Source: an optimization exercise on an open RTL-to-GDS flow (aim: small area, a short achievable clock period and few clock cycles per item). Production flows keep margins and buffers that such runs may drop.

// cordic
module cordic #(
    parameter int Width = 16
) (
    input  logic             clk_i,
    input  logic             rst_i,
    input  logic             start_cordic_i,
    input  logic [Width-1:0] x0_i,
    input  logic [Width-1:0] y0_i,
    input  logic [Width-1:0] z0_i,
    output logic [Width-1:0] xn_o,
    output logic [Width-1:0] yn_o,
    output logic [Width-1:0] zn_o,
    output logic             done_tick_cordic_o
);
Size: roughly 970 cells after synthesis, about 58 flip-flops, ~100 I/O pins, roughly 6200 sq um of cells after synthesis.
==> flow/config.mk <==
export PLATFORM = sky130hd
export DESIGN_NAME = cordic
export DESIGN_NICKNAME = cordic
export VERILOG_FILES = /design/flow/design.v
export SDC_FILE = /design/flow/constraint.sdc
export NUM_CORES = 4
export LEC_CHECK = 0
export ABC_AREA = 1
export CAP_MARGIN = 20
export CORE_MARGIN = 2
export CORE_UTILIZATION = 40
export SETUP_SLACK_MARGIN = 2.0
export SLEW_MARGIN = 20
==> flow/constraint.sdc <==
create_clock -name core_clock -period 5.5 [get_ports {clk_i}]
set_input_delay 1.1000 -clock core_clock [delete_from_list [all_inputs] [get_ports {clk_i}]]
set_output_delay 1.1000 -clock core_clock [all_outputs]
set_load 0.01 [all_outputs]
standard.sh (not shown) runs the stock make flow with config.mk's settings and CLKGATE_MAP_FILE= SYNTH_SCRIPT=/design/flow/synth_recipe.tcl, a recipe that flattens the netlist after the stock synthesis.
==> flow/flow/run.sh <==
#!/bin/bash
# The standard layout (the standard.sh, standard synthesis included), with
# one change: the port buffers that placement inserts are the smallest buffer
# cell, sky130_fd_sc_hd__buf_1, instead of the one OpenROAD picks by default.
# Every input and output port still gets its buffer. Full output in standard.log.
set -euo pipefail
export BUFFER_PORTS_ARGS="-buffer_cell sky130_fd_sc_hd__buf_1"
bash standard.sh > standard.log 2>&1
Then changed:
==> flow/run.sh (new file) <==
#!/bin/bash
# synth_recipe.tcl (not shown) runs the flow's synth.tcl, then flattens the netlist and writes it again
# the make line also repeats each setting of config.mk as NAME=value (left out here)
make -C /OpenROAD-flow-scripts/flow DESIGN_CONFIG=/design/flow/config.mk WORK_HOME=/design/flow/orfs CLKGATE_MAP_FILE= SYNTH_SCRIPT=/design/flow/synth_recipe.tcl finish
removed: flow/flow/run.sh
removed: flow/standard.sh
The new run produced a clean layout.
Die area is unchanged.
Maximum frequency went down by about 2.3%.
Setup slack degrades by 0.075 ns.
Clock-buffer cell count is lower by 3.
Then changed:
--- a/flow/config.mk
+++ b/flow/config.mk
@@ -10,4 +10,4 @@
 export CORE_MARGIN = 2
 export CORE_UTILIZATION = 40
-export SETUP_SLACK_MARGIN = 2.0
+export SETUP_SLACK_MARGIN = 1.5
 export SLEW_MARGIN = 20
Outcome: Cell count decreases slightly; utilization decreases by 1.0 points; synthesized cell count stays the same; clock skew barely changes; routed wire length decreases slightly; register-to-register slack loses 0.41 ns.
Then changed:
--- a/flow/config.mk
+++ b/flow/config.mk
@@ -9,5 +9,5 @@
 export CAP_MARGIN = 20
 export CORE_MARGIN = 2
-export CORE_UTILIZATION = 40
-export SETUP_SLACK_MARGIN = 1.5
+export CORE_UTILIZATION = 60
+export SETUP_SLACK_MARGIN = 2.0
 export SLEW_MARGIN = 20
Effect: The new run ran to the end with no violations; cell area went down by 1.3%; final cell count falls by 4.0%; global-route usage went up by 8.5 points; fmax grows by 13%; clock-buffer cell count fell by 4; register-to-register slack is better by 0.43 ns.
Then changed:
--- a/flow/config.mk
+++ b/flow/config.mk
@@ -9,5 +9,6 @@
 export CAP_MARGIN = 20
 export CORE_MARGIN = 2
-export CORE_UTILIZATION = 60
+export CORE_UTILIZATION = 40
+export CTS_BUF_LIST = sky130_fd_sc_hd__clkbuf_4
 export SETUP_SLACK_MARGIN = 2.0
 export SLEW_MARGIN = 20
=> The changed run produced a clean layout; setup slack gets worse by 0.12 ns; cell count is higher by 5.1%; cell area increases by 0.85%; critical path depth decreases by 3; routed wire length goes up by 10%; clock skew climbs by 0.0068 ns; flip-flop and latch count is unchanged; non-clock buffer count goes up by 8; fmax goes down by about 3.4%.
Function was not checked in any run of this note: the RTL went through the layout flow alone.

[re-timing with driven ports]
The results above use ideal ports. As a check the final layouts listed here were re-extracted and re-timed, cells and wires unchanged.
Step 1 (the two cells are an assumption about what drives the block):
set clk [get_ports {clk_i}]
set_driving_cell -lib_cell sky130_fd_sc_hd__clkbuf_16 $clk
set_driving_cell -lib_cell sky130_fd_sc_hd__buf_2 [delete_from_list [all_inputs] $clk]
Step 2 times the ports against the registers' clock, not the clock port: input delays grow and output delays shrink by t, the midpoint of the rising clock arrivals with the driver on.
a / b / c = ideal / step 1 / step 2; a / b = the first two.
run	shift t [ns]	setup slack, ns	worst slew at a driven data input, ns	pins driven straight from the clock port
the first run	0.378	2.233 / 2.233 / 2.233	0.04	1
the second run	0.386	2.158 / 2.158 / 2.158	0.04	1
the third run	0.380	1.752 / 1.752 / 1.752	0.04	1
the fourth run	0.388	2.186 / 2.186 / 2.186	0.04	1
the fifth run	0.481	2.068 / 2.068 / 2.068	0.04	1
After both steps setup and hold are still met in every run listed.
